Background: an optimization exercise with open tools, aiming at small area and a short achievable clock period. Do not read the settings as production practice. No functional check of the RTL was part of this run. Power and IR drop assume default switching activity.

`run.sh`:
```
#!/bin/bash
# synth_recipe.tcl (not shown) runs the flow's synth.tcl, then flattens the netlist and writes it again
# the make line also repeats each setting of config.mk as NAME=value (left out here)
make -C /OpenROAD-flow-scripts/flow DESIGN_CONFIG=/design/flow/config.mk WORK_HOME=/design/flow/orfs CLKGATE_MAP_FILE= SYNTH_SCRIPT=/design/flow/synth_recipe.tcl finish
```
`config.mk`:
```
export PLATFORM = sky130hd
export DESIGN_NAME = dipole
export DESIGN_NICKNAME = dipole
export VERILOG_FILES = /design/flow/design.v
export SDC_FILE = /design/flow/constraint.sdc
export NUM_CORES = 4
export LEC_CHECK = 0
export CAP_MARGIN = 20
export CORE_MARGIN = 2
export CORE_UTILIZATION = 40
export SLEW_MARGIN = 20
```
`constraint.sdc`:
```
create_clock -name core_clock -period 400.0 [get_ports {clk_in}]
set_input_delay 80.0000 -clock core_clock [delete_from_list [all_inputs] [get_ports {clk_in}]]
set_output_delay 80.0000 -clock core_clock [all_outputs]
set_load 0.01 [all_outputs]
```
`design.v`:
```
`timescale 1ns / 1ps
module dipole(clk_in, reset, clk_out, r_vga, g_vga, b_vga, h_sync, v_sync, h_c, v_c, cw, ccw, start, stop, led, led2);
	input clk_in;
	input reset;
	output reg clk_out;
	input cw;
	input ccw;
	input start;
	input stop;
	output [7:0] r_vga;
	output [7:0] g_vga;
	output [7:0] b_vga;
	output h_sync;
	output v_sync;
	output [9:0] h_c;
	output [9:0] v_c;
	output led;
	output led2;
	reg [9:0] h_count;
	reg [9:0] v_count;
	reg [2:0] vm5;    
	reg [2:0] vd5;    
	assign h_c = h_count;
	assign v_c = v_count;
	wire h_last = h_count[9] & h_count[8] & (&h_count[4:0]);    
	wire v_last = v_count[9] & v_count[3] & v_count[2];         
	wire vm5_last = vm5[2];
	wire vd5_last = vd5[2];
	always @ (posedge clk_in)
		if (reset)
			clk_out <= 1'b0;
		else
			clk_out <= ~clk_out;
	always @ (posedge clk_in)
		begin
			if (reset)
				begin
					h_count <= 0;
					v_count <= 0;
					vm5 <= 0;
					vd5 <= 0;
				end
			else if (!clk_out)
				begin
					if (h_last)
						begin
							h_count <= 0;
							if (v_last)
								v_count <= 0;
							else
								v_count <= v_count + 1'b1;
							if (vm5_last)
								begin
									vm5 <= 0;
									vd5 <= vd5_last ? 3'd0 : vd5 + 1'b1;
								end
							else
								vm5 <= vm5 + 1'b1;
						end
					else
						h_count <= h_count + 1'b1;
				end
		end
	wire vga_out = (h_count < 640) && (v_count < 480);
	assign h_sync = ~(h_count >= 656 && h_count < 752);
	assign v_sync = ~(v_count >= 490 && v_count < 492);
	wire tick_b = !clk_out && (
		(vm5 == 3'd0 && h_count == 10'd497) ||
		(vm5 == 3'd1 && h_count == 10'd697) ||
		(vm5 == 3'd3 && h_count == 10'd97) ||
		(vm5 == 3'd4 && h_count == 10'd297));
	wire tick_circle = tick_b && (vm5 == 3'd0 || vm5 == 3'd3);
	wire tick_mixed = tick_b && vm5 == 3'd1 && vd5 == 3'd2;
	wire recent_mixed = (h_count == 10'd698) && vm5 == 3'd1 && vd5 == 3'd2;
	reg on;
	reg rst;
	assign led = on;
	assign led2 = rst;
	always @ (posedge clk_in)
		begin
			if (reset)
				begin
					on <= 0;
					rst <= 0;
				end
			else if (!start)
				begin
					on <= 1;
					rst <= 0;
				end
			else if (!stop)
				begin
					on <= 0;
					rst <= 1;
				end
		end
	reg [2:0] block_rand;
	reg [4:0] second;
	reg [4:0] second_prev;
	always @ (posedge clk_in)
		begin
			if (reset)
				begin
					block_rand <= 0;
					second <= 0;
					second_prev <= 0;
				end
			else if (tick_mixed)
				begin
					block_rand <= block_rand + 3'd3;
					second_prev <= second;
					if (on)
						second <= second + 1'b1;
					else if (rst)
						second <= 0;
				end
		end
	reg [9:0] top_screen;
	reg [1:0] state;
	reg [2:0] pat;
	reg pv;
	always @ (posedge clk_in)
		begin
			if (reset)
				top_screen <= 0;
			else if (tick_b)
				case (state)
					2'd0: top_screen <= 0;
					2'd1: top_screen <= top_screen + 10'd3;
					2'd2: top_screen <= top_screen + 10'd6;
					2'd3: top_screen <= top_screen + 10'd9;
				endcase
		end
	always @ (posedge clk_in)
		begin
			if (reset)
				begin
					pat <= 0;
					pv <= 0;
				end
			else if (top_screen < 20)
				begin
					pat <= block_rand;
					pv <= 1;
				end
		end
	wire b1r = (pat == 0) || (pat == 2) || (pat == 4) || (pat == 7);
	reg [1:0] b3x, b4x;
	always @*
		begin
			case (pat)
				3'd0: begin b3x = 2'd1; b4x = 2'd1; end
				3'd1: begin b3x = 2'd2; b4x = 2'd0; end
				3'd2: begin b3x = 2'd2; b4x = 2'd0; end
				3'd3: begin b3x = 2'd0; b4x = 2'd2; end
				3'd4: begin b3x = 2'd0; b4x = 2'd2; end
				3'd5: begin b3x = 2'd1; b4x = 2'd1; end
				3'd6: begin b3x = 2'd1; b4x = 2'd2; end
				default: begin b3x = 2'd0; b4x = 2'd1; end
			endcase
		end
	reg bs;
	reg [3:0] bi;
	reg be;
	reg [6:0] ball_y;    
	always @*
		case (bi)
			4'd0, 4'd14: ball_y = be ? 7'd0 : 7'd1;
			4'd1, 4'd13: ball_y = be ? 7'd25 : 7'd37;
			4'd2, 4'd12: ball_y = 7'd49;
			4'd3, 4'd11: ball_y = 7'd58;
			4'd4, 4'd10: ball_y = 7'd64;
			4'd5, 4'd9:  ball_y = 7'd68;
			default:     ball_y = 7'd70;
		endcase
	reg n_bs;
	reg [3:0] n_bi;
	reg n_be;
	wire up = (!cw && !bs) || (cw && !ccw && bs);    
	always @*
		begin
			n_bs = bs;
			n_bi = bi;
			n_be = be;
			if (!cw || !ccw)
				begin
					if (bi == 0)
						begin
							n_bi = 1;
							n_bs = cw;
							n_be = 1;
						end
					else if (bi == 14)
						begin
							n_bi = 13;
							n_bs = !cw;
							n_be = 1;
						end
					else
						begin
							n_bi = up ? bi + 1'b1 : bi - 1'b1;
							n_be = 0;
						end
				end
		end
	always @ (posedge clk_in)
		begin
			if (reset)
				begin
					bs <= 0;
					bi <= 0;
					be <= 1;
				end
			else if (tick_circle)
				begin
					bs <= n_bs;
					bi <= n_bi;
					be <= n_be;
				end
		end
	wire [9:0] red_mx = 10'd250 + bi * 10'd10;
	wire [9:0] blue_mx = 10'd390 - bi * 10'd10;
	wire [9:0] red_my = bs ? 10'd400 + ball_y : 10'd400 - ball_y;
	wire [9:0] blue_my = bs ? 10'd400 - ball_y : 10'd400 + ball_y;
	function xhit;
		input [9:0] mx;
		input wide;
		input [1:0] bx;
		begin
			if (wide)
				xhit = (bx == 0) ? (mx <= 330) : (mx >= 330);
			else
				case (bx)
					2'd0: xhit = (mx <= 280);
					2'd1: xhit = (mx >= 310 && mx <= 350);
					default: xhit = (mx >= 380);
				endcase
		end
	endfunction
	function [3:0] ywin;
		input [9:0] t;
		begin
			ywin[0] = (t >= 70 && t <= 130);
			ywin[1] = (t >= 220 && t <= 280);
			ywin[2] = (t >= 370 && t <= 430);
			ywin[3] = (t >= 470 && t <= 530);
		end
	endfunction
	wire [9:0] red_t = top_screen - red_my;
	wire [9:0] blue_t = top_screen - blue_my;
	wire [3:0] red_yw = ywin(red_t);
	wire [3:0] blue_yw = ywin(blue_t);
	wire coll = pv && (
		(xhit(red_mx, 1'b1, b1r ? 2'd2 : 2'd0) && red_yw[0]) ||
		(xhit(blue_mx, 1'b1, b1r ? 2'd2 : 2'd0) && blue_yw[0]) ||
		(xhit(red_mx, 1'b1, b1r ? 2'd0 : 2'd2) && red_yw[1]) ||
		(xhit(blue_mx, 1'b1, b1r ? 2'd0 : 2'd2) && blue_yw[1]) ||
		(xhit(red_mx, 1'b0, b3x) && red_yw[2]) ||
		(xhit(blue_mx, 1'b0, b3x) && blue_yw[2]) ||
		(xhit(red_mx, 1'b0, b4x) && red_yw[3]) ||
		(xhit(blue_mx, 1'b0, b4x) && blue_yw[3]));
	always @ (posedge clk_in)
		begin
			if (reset)
				state <= 0;
			else if (on)
				begin
					if (coll)
						state <= 0;
					else if (second <= 5)
						state <= 1;
					else if (second <= 15)
						state <= 2;
					else
						state <= 3;
				end
			else if (rst)
				state <= 0;
		end
	function hwin;
		input [9:0] h;
		input wide;
		input [1:0] bx;
		begin
			if (wide)
				hwin = (bx == 0) ? (h >= 180 && h <= 320) : (h >= 320 && h <= 460);
			else
				case (bx)
					2'd0: hwin = (h >= 230 && h <= 270);
					2'd1: hwin = (h >= 300 && h <= 340);
					default: hwin = (h >= 370 && h <= 410);
				endcase
		end
	endfunction
	wire [9:0] vz = v_count - top_screen;
	wire vw1 = (vz >= 904 && vz <= 944) && (top_screen >= 120 && top_screen <= 644);
	wire vw2 = (vz >= 754 && vz <= 794) && (top_screen >= 270 && top_screen <= 794);
	wire vw3 = (vz >= 604 && vz <= 644) && (top_screen >= 420 && top_screen <= 944);
	wire vw4 = (vz >= 504 && vz <= 544) && (top_screen >= 520 || top_screen <= 20);
	wire blocks = pv && (
		(hwin(h_count, 1'b1, b1r ? 2'd2 : 2'd0) && vw1) ||
		(hwin(h_count, 1'b1, b1r ? 2'd0 : 2'd2) && vw2) ||
		(hwin(h_count, 1'b0, b3x) && vw3) ||
		(hwin(h_count, 1'b0, b4x) && vw4));
	function ball_in;
		input [10:0] dx;
		input [10:0] dy;
		reg [3:0] ax, ay, lim;
		begin
			ax = dx[10] ? -dx[3:0] : dx[3:0];
			ay = dy[10] ? -dy[3:0] : dy[3:0];
			case (ay)
				4'd0: lim = 15;
				4'd1, 4'd2, 4'd3, 4'd4, 4'd5: lim = 14;
				4'd6, 4'd7: lim = 13;
				4'd8, 4'd9: lim = 12;
				4'd10: lim = 11;
				4'd11: lim = 10;
				4'd12: lim = 9;
				4'd13: lim = 7;
				4'd14: lim = 5;
				default: lim = 0;
			endcase
			ball_in = ((dx[10:4] == 7'h00) || (dx[10:4] == 7'h7f && dx[3:0] != 0)) &&
				((dy[10:4] == 7'h00) || (dy[10:4] == 7'h7f && dy[3:0] != 0)) &&
				(ax <= lim);
		end
	endfunction
	wire redball = ball_in({1'b0, h_count} - {1'b0, red_mx}, {1'b0, v_count} - {1'b0, red_my});
	wire blueball = ball_in({1'b0, h_count} - {1'b0, blue_mx}, {1'b0, v_count} - {1'b0, blue_my});
	wire [10:0] cdx = {1'b0, h_count} - 11'd320;
	wire [10:0] cdy = {1'b0, v_count} - 11'd400;
	wire [10:0] cax = cdx[10] ? -cdx : cdx;
	wire [10:0] cay = cdy[10] ? -cdy : cdy;
	wire [13:0] csum = cax[6:0] * cax[6:0] + cay[6:0] * cay[6:0];
	wire circle = (cax <= 71) && (cay <= 71) && (csum >= 4761) && (csum <= 5041);
	wire white = circle ||
		(h_count<=49 && h_count>=42 && v_count>=20 && v_count<=21) ||
		(h_count<=51 && h_count>=50 && v_count>=22 && v_count<=29) ||
		(h_count<=51 && h_count>=50 && v_count>=32 && v_count<=39) ||
		(h_count<=49 && h_count>=42 && v_count>=60 && v_count<=61) ||
		(h_count<=51 && h_count>=50 && v_count>=62 && v_count<=69) ||
		(h_count<=51 && h_count>=50 && v_count>=72 && v_count<=79) ||
		(h_count<=49 && h_count>=42 && v_count>=80 && v_count<=81) ||
		(h_count<=41 && h_count>=40 && v_count>=72 && v_count<=79) ||
		(h_count<=41 && h_count>=40 && v_count>=62 && v_count<=69) ||
		(h_count<=69 && h_count>=62 && v_count>=60 && v_count<=61) ||
		(h_count<=71 && h_count>=70 && v_count>=62 && v_count<=69) ||
		(h_count<=71 && h_count>=70 && v_count>=72 && v_count<=79) ||
		(h_count<=69 && h_count>=62 && v_count>=80 && v_count<=81) ||
		(h_count<=61 && h_count>=60 && v_count>=72 && v_count<=79) ||
		(h_count<=61 && h_count>=60 && v_count>=62 && v_count<=69) ||
		(h_count<=32 && h_count>=20 && v_count>=20 && v_count<=22) ||
		(h_count<=27 && h_count>=25 && v_count>=22 && v_count<=42) ||
		(h_count<=32 && h_count>=20 && v_count>=60 && v_count<=62) ||
		(h_count<=22 && h_count>=20 && v_count>=62 && v_count<=70) ||
		(h_count<=32 && h_count>=20 && v_count>=70 && v_count<=72) ||
		(h_count<=32 && h_count>=30 && v_count>=72 && v_count<=80) ||
		(h_count<=32 && h_count>=20 && v_count>=80 && v_count<=82);
	wire [4:0] shown = recent_mixed ? second_prev : second;
	wire seg_def1 = (shown != 1);
	wire seg_a2 = !(shown == 1 || shown == 4);
	wire seg_b2 = !(shown == 5 || shown == 6);
	wire seg_c2 = !(shown == 2);
	wire seg_d2 = !(shown == 4 || shown == 7);
	wire seg_e2 = !(shown == 3 || shown == 4 || shown == 5 || shown == 7 || shown == 9);
	wire seg_f2 = !(shown == 2 || shown == 3 || shown == 7);
	wire seg_g2 = (shown >= 2 && shown <= 6) || shown == 8 || shown == 9;
	reg def1_rgb, a2_rgb, b2_rgb, c2_rgb, d2_rgb, e2_rgb, f2_rgb, g2_rgb;
	reg blocks_q, red_q, blue_q, white_q;
	always @ (posedge clk_in)
		begin
			if (reset)
				begin
					{def1_rgb, a2_rgb, b2_rgb, c2_rgb, d2_rgb, e2_rgb, f2_rgb, g2_rgb} <= 8'b0;
					{blocks_q, red_q, blue_q, white_q} <= 4'b0;
				end
			else
				begin
					if (seg_def1) def1_rgb <= (h_count<=49 && h_count>=42 && v_count>=40 && v_count<=41) ||
						(h_count<=41 && h_count>=40 && v_count>=32 && v_count<=39) ||
						(h_count<=41 && h_count>=40 && v_count>=22 && v_count<=29);
					if (seg_a2) a2_rgb <= (h_count<=69 && h_count>=62 && v_count>=20 && v_count<=21);
					if (seg_b2) b2_rgb <= (h_count<=71 && h_count>=70 && v_count>=22 && v_count<=29);
					if (seg_c2) c2_rgb <= (h_count<=71 && h_count>=70 && v_count>=32 && v_count<=39);
					if (seg_d2) d2_rgb <= (h_count<=69 && h_count>=62 && v_count>=40 && v_count<=41);
					if (seg_e2) e2_rgb <= (h_count<=61 && h_count>=60 && v_count>=32 && v_count<=39);
					if (seg_f2) f2_rgb <= (h_count<=61 && h_count>=60 && v_count>=22 && v_count<=29);
					if (seg_g2) g2_rgb <= (h_count<=69 && h_count>=62 && v_count>=30 && v_count<=31);
					blocks_q <= blocks;
					red_q <= redball;
					blue_q <= blueball;
					white_q <= white;
				end
		end
	wire white_any = white_q || def1_rgb || a2_rgb || b2_rgb || c2_rgb || d2_rgb || e2_rgb || f2_rgb || g2_rgb;
	reg r_q, g_q, b_q;
	always @ (posedge clk_in)
		begin
			if (reset)
				{r_q, g_q, b_q} <= 3'b0;
			else if (vga_out)
				begin
					r_q <= !blocks_q && (red_q || (!blue_q && white_any));
					g_q <= blocks_q || (!red_q && !blue_q && white_any);
					b_q <= !blocks_q && !red_q && (blue_q || white_any);
				end
			else
				{r_q, g_q, b_q} <= 3'b0;
		end
	assign r_vga = {8{r_q}};
	assign g_vga = {8{g_q}};
	assign b_vga = {8{b_q}};
endmodule
```
==> run notes <==
sequential cells by signal, summed over array words and instances, names as in the netlist, 3 cells and up:
name and cells:
pat 3, second_prev 5, bi 4, vd5 3
vm5 3, second 5, h_count 10, top_screen 10
block_rand 3, v_count 10
cells in the mapped netlist, types with 53 or more instances:
cell type | instances | area share
nor2_1 | 214 | 0.055
ha_1 | 176 | 0.15
inv_1 | 156 | 0.040
a21oi_1 | 152 | 0.052
nand2_1 | 145 | 0.037
o21ai_0 | 116 | 0.039
xnor2_1 | 87 | 0.052
dfxtp_1 | 79 | 0.11
clkbuf_1 | 75 | 0.019
nor3_1 | 70 | 0.024
fa_1 | 57 | 0.078
nand3_1 | 53 | 0.018
worst max path at each step:
stage               endpoint  depth (start not counted)
floorplan             h_sync                          5
global placement      h_sync                          5
detailed placement    h_sync                          5
CTS                   h_sync                          5
global route          h_sync                          5
finish                h_sync                          5
final cells by class:
type | count | area [µm²]
Timing Repair Buffer | 75 | 693
Fill cell | 3743 | 20700
Tap cell | 468 | 586
Sequential cell | 79 | 1580
Clock inverter | 7 | 76.3
Clock buffer | 9 | 225
Inverter | 159 | 597
Multi-Input combinational cell | 1657 | 11900
layout by cell type (no fill, tap or decap), types with 7 or more instances in the layout:
master / n
a211o_1: 7
a211oi_1: 17
a21o_1: 24
a21oi_1: 152
a221oi_1: 10
a311oi_1: 11
a31oi_1: 45
and2_1: 17
and3_1: 23
buf_4: 21
clkbuf_16: 9
clkdlybuf4s50_1: 53
dfxtp_1: 79
fa_1: 57
ha_1: 176
inv_1: 156
mux2i_1: 30
nand2_1: 145
nand2b_1: 28
nand3_1: 53
nand4_1: 24
nor2_1: 214
nor2b_1: 49
nor3_1: 70
nor3b_1: 14
nor4_1: 21
o2111ai_1: 7
o211ai_1: 10
o21a_1: 20
o21ai_0: 116
o22ai_1: 10
o31a_1: 8
o31ai_1: 15
or2_2: 13
or3_1: 16
or4_1: 9
xnor2_1: 87
xor2_1: 34
power breakdown:
group / leakage [nW] / internal (mW) / switching (mW) / total (mW)
clock network: 0.150 / 0.00447 / 0.00436 / 0.00884
logic: 5.88 / 0.00596 / 0.00803 / 0.0140
registers: 0.638 / 0.00792 / 0.000101 / 0.00802
total: 6.67 / 0.0183 / 0.0125 / 0.0308
through the flow:
stage / utilization / power, mW / std cells / instance area, µm²
global route: 0.431 / 0.0336 / 2454 / 15700
finish: 0.431 / 0.0308 / 2454 / 15700
detailed placement: 0.423 / 0.0219 / 2438 / 15400
floorplan: - / 0.0190 / 2015 / 14700
global placement: 0.423 / 0.0218 / 2438 / 15400
CTS: 0.431 / 0.0311 / 2454 / 15700
logic make-up (layout without fill, tap and decap cells):
kind of cell / Yosys count / in the layout / share of synthesized area
compound gates: 537 / 537 / 0.237
xor+xnor: 124 / 124 / 0.0762
fa+ha+maj: 235 / 235 / 0.229
buf+inv: 279 / 250 / 0.0801
flops: 79 / 79 / 0.108
mux: 33 / 33 / 0.0231
simple gates: 728 / 728 / 0.248
per-layer routing:
metal  vias up  track usage  wire length (µm)
met1      6980        0.337             21400
met5         -            0                 0
met3        77       0.0299              3070
li1       7107            -                 -
met4         0       0.0629              1030
met2       509        0.382             20500
critical path: cells and delay by family (launching register included):
kind / cells / cell delay [ns]
buffers and inverters: 2 / 0.90
DFF: 1 / 0.70
adders and majority gates: 1 / 0.30
AOI/OAI and AO/OA: 1 / 0.29
and+or+nand+nor: 1 / 0.13
==> results.yml <==
run_status:
  outcome: "no timing/DRC/antenna violations"
logic_synthesis:
  syn_inst: 2015
  synth_fp_nets: 2254
  yosysWarnings: 1
  yosysSeqAreaShare: 0.108
  synth_edf_count: 0
  synthArstFlopShare: 0
  synthFlopType: "dfxtp_1"
  synth_seq_cells: 79
  synth.distinct_cells: 94
  syn_avg_cell_area_um2: 7.30
  synth_area_um2: 14700
grt:
  grt_pass1_wl_um: 73300
  grtUsageTotal: 0.238
  grt_pass1_vias: 13600
  grt_max_degree: 68
  antenna_found_initial: 0
  gr-total-overflow: 0
detailed_routing:
  vias_per_cell: 5.98
  wl_um: 46000
  drt_iter0_markers: 1401
  dr.pass1.iters: 6
  antenna_left: 0
  wl_per_cell_um: 18.8
  drc: 0
  route.vias.total: 14700
clock_tree:
  hold_buffers: 0
  clk_pin_slew_worst_paths_ns: 0.07
  clkSinkCount: 79
  cts_buffers: 9
  h-tree-depth: 3
  cts_root_buf: "clkbuf_16"
  clock_path_buffers: 2
  postCtsSetupRepairBufs: 0
  cts_tree: "built"
  clk_latency_ns: 0.37
  ctsResizeCount: 0
setup_path:
  path_class: "reg2out"
  startpoint: "h_count[6]"
  endpoint_kind: "primary output"
  max_stage_delay_ns: 0.70
  critPathMaxFanout: 15
  worst_ep_required_time_ns: 320.00
  worstPathArrival_ns: 2.68
  r2r_slack_ns: 391.13
  ff2ff_path_depth: 27
  reg2reg_to: "white_q"
  critical-path-slowest-cell: "dfxtp_1"
  r2r_start: "h_count[7]"
  critical_path.startpoint_type: "flip-flop"
  path_cells: "inv_1 -> ha_1 -> nor2b_1 -> o21ai_0 -> clkdlybuf4s50_1"
power:
  power_density_nw_per_um2: 1.96
  ir_worst_vdd_uv: 3.45
  power_leakage_nw: 6.67
die:
  ios: 55
  core-area_um2: 36400
  chipWidth_um: 196
  rows: 70
  die_y_um: 196
  start_util: 0.404
  die_area_um2: 38300
job:
  drv_cap: 0
sta:
  min_period_ns: 82.68
  fin_crit_sh: 0.207
  maxSlewHeadroom: 0.307
  fin_worst_skew_ns: 0.0192
  setup_slack_ns: 317.32
  worst_pin_slew_ns: 1.03
  fin_setup_tns_ns: 0
  finalHoldViolations: 0
  whs_ns: 0.457
  finalSetupViolations: 0
  fmax_ghz: 0.0121
  rsz0062_at_grt: "false"
  drv_slew: 0
min_path:
  whs_endpoint: "a2_rgb"
  worstHoldPathType: "reg2reg"
  hold_path.startpoint: "a2_rgb"
  whs_path_depth: 2
finish:
  fin_nets: 2220
  antennaDiodeCount: 0
  drive_gt1_frac: 0.0403
  area_delta_synth_final_pct: 6.80
place:
  post-dp-hpwl_um: 35900
  dpl_worst_slack_ns: 317.71
  io_buffers: 54
  place.gp.congestion: 0.912

## static timing again, ports no longer ideal
No port has a modelled driver above. Below, the same layout with a new extraction and two added sets of constraints.
Step 1 sets driving cells, clkbuf_16 on the clock port and buf_2 on the other inputs (assumed; they add their load-dependent delay and slew).
Step 2 also shifts input and output timing later by t, the mid clock arrival at the registers, as if the neighbouring blocks saw the same clock.
a / b / c = no drivers / after step 1 / after step 2; a / b = the first two.
t (ns): 0.413
slack for setup (ns): 317.316 / 317.265 / 317.678
worst setup path after step 2: register to output
clock arrival spread, ns: 0.020 / 0.019
cell pins on the clock port's net: 1
After both steps this run still meets setup and hold. The setup slack of this run moves by -0.051 ns with the drivers and by +0.362 ns with both steps.
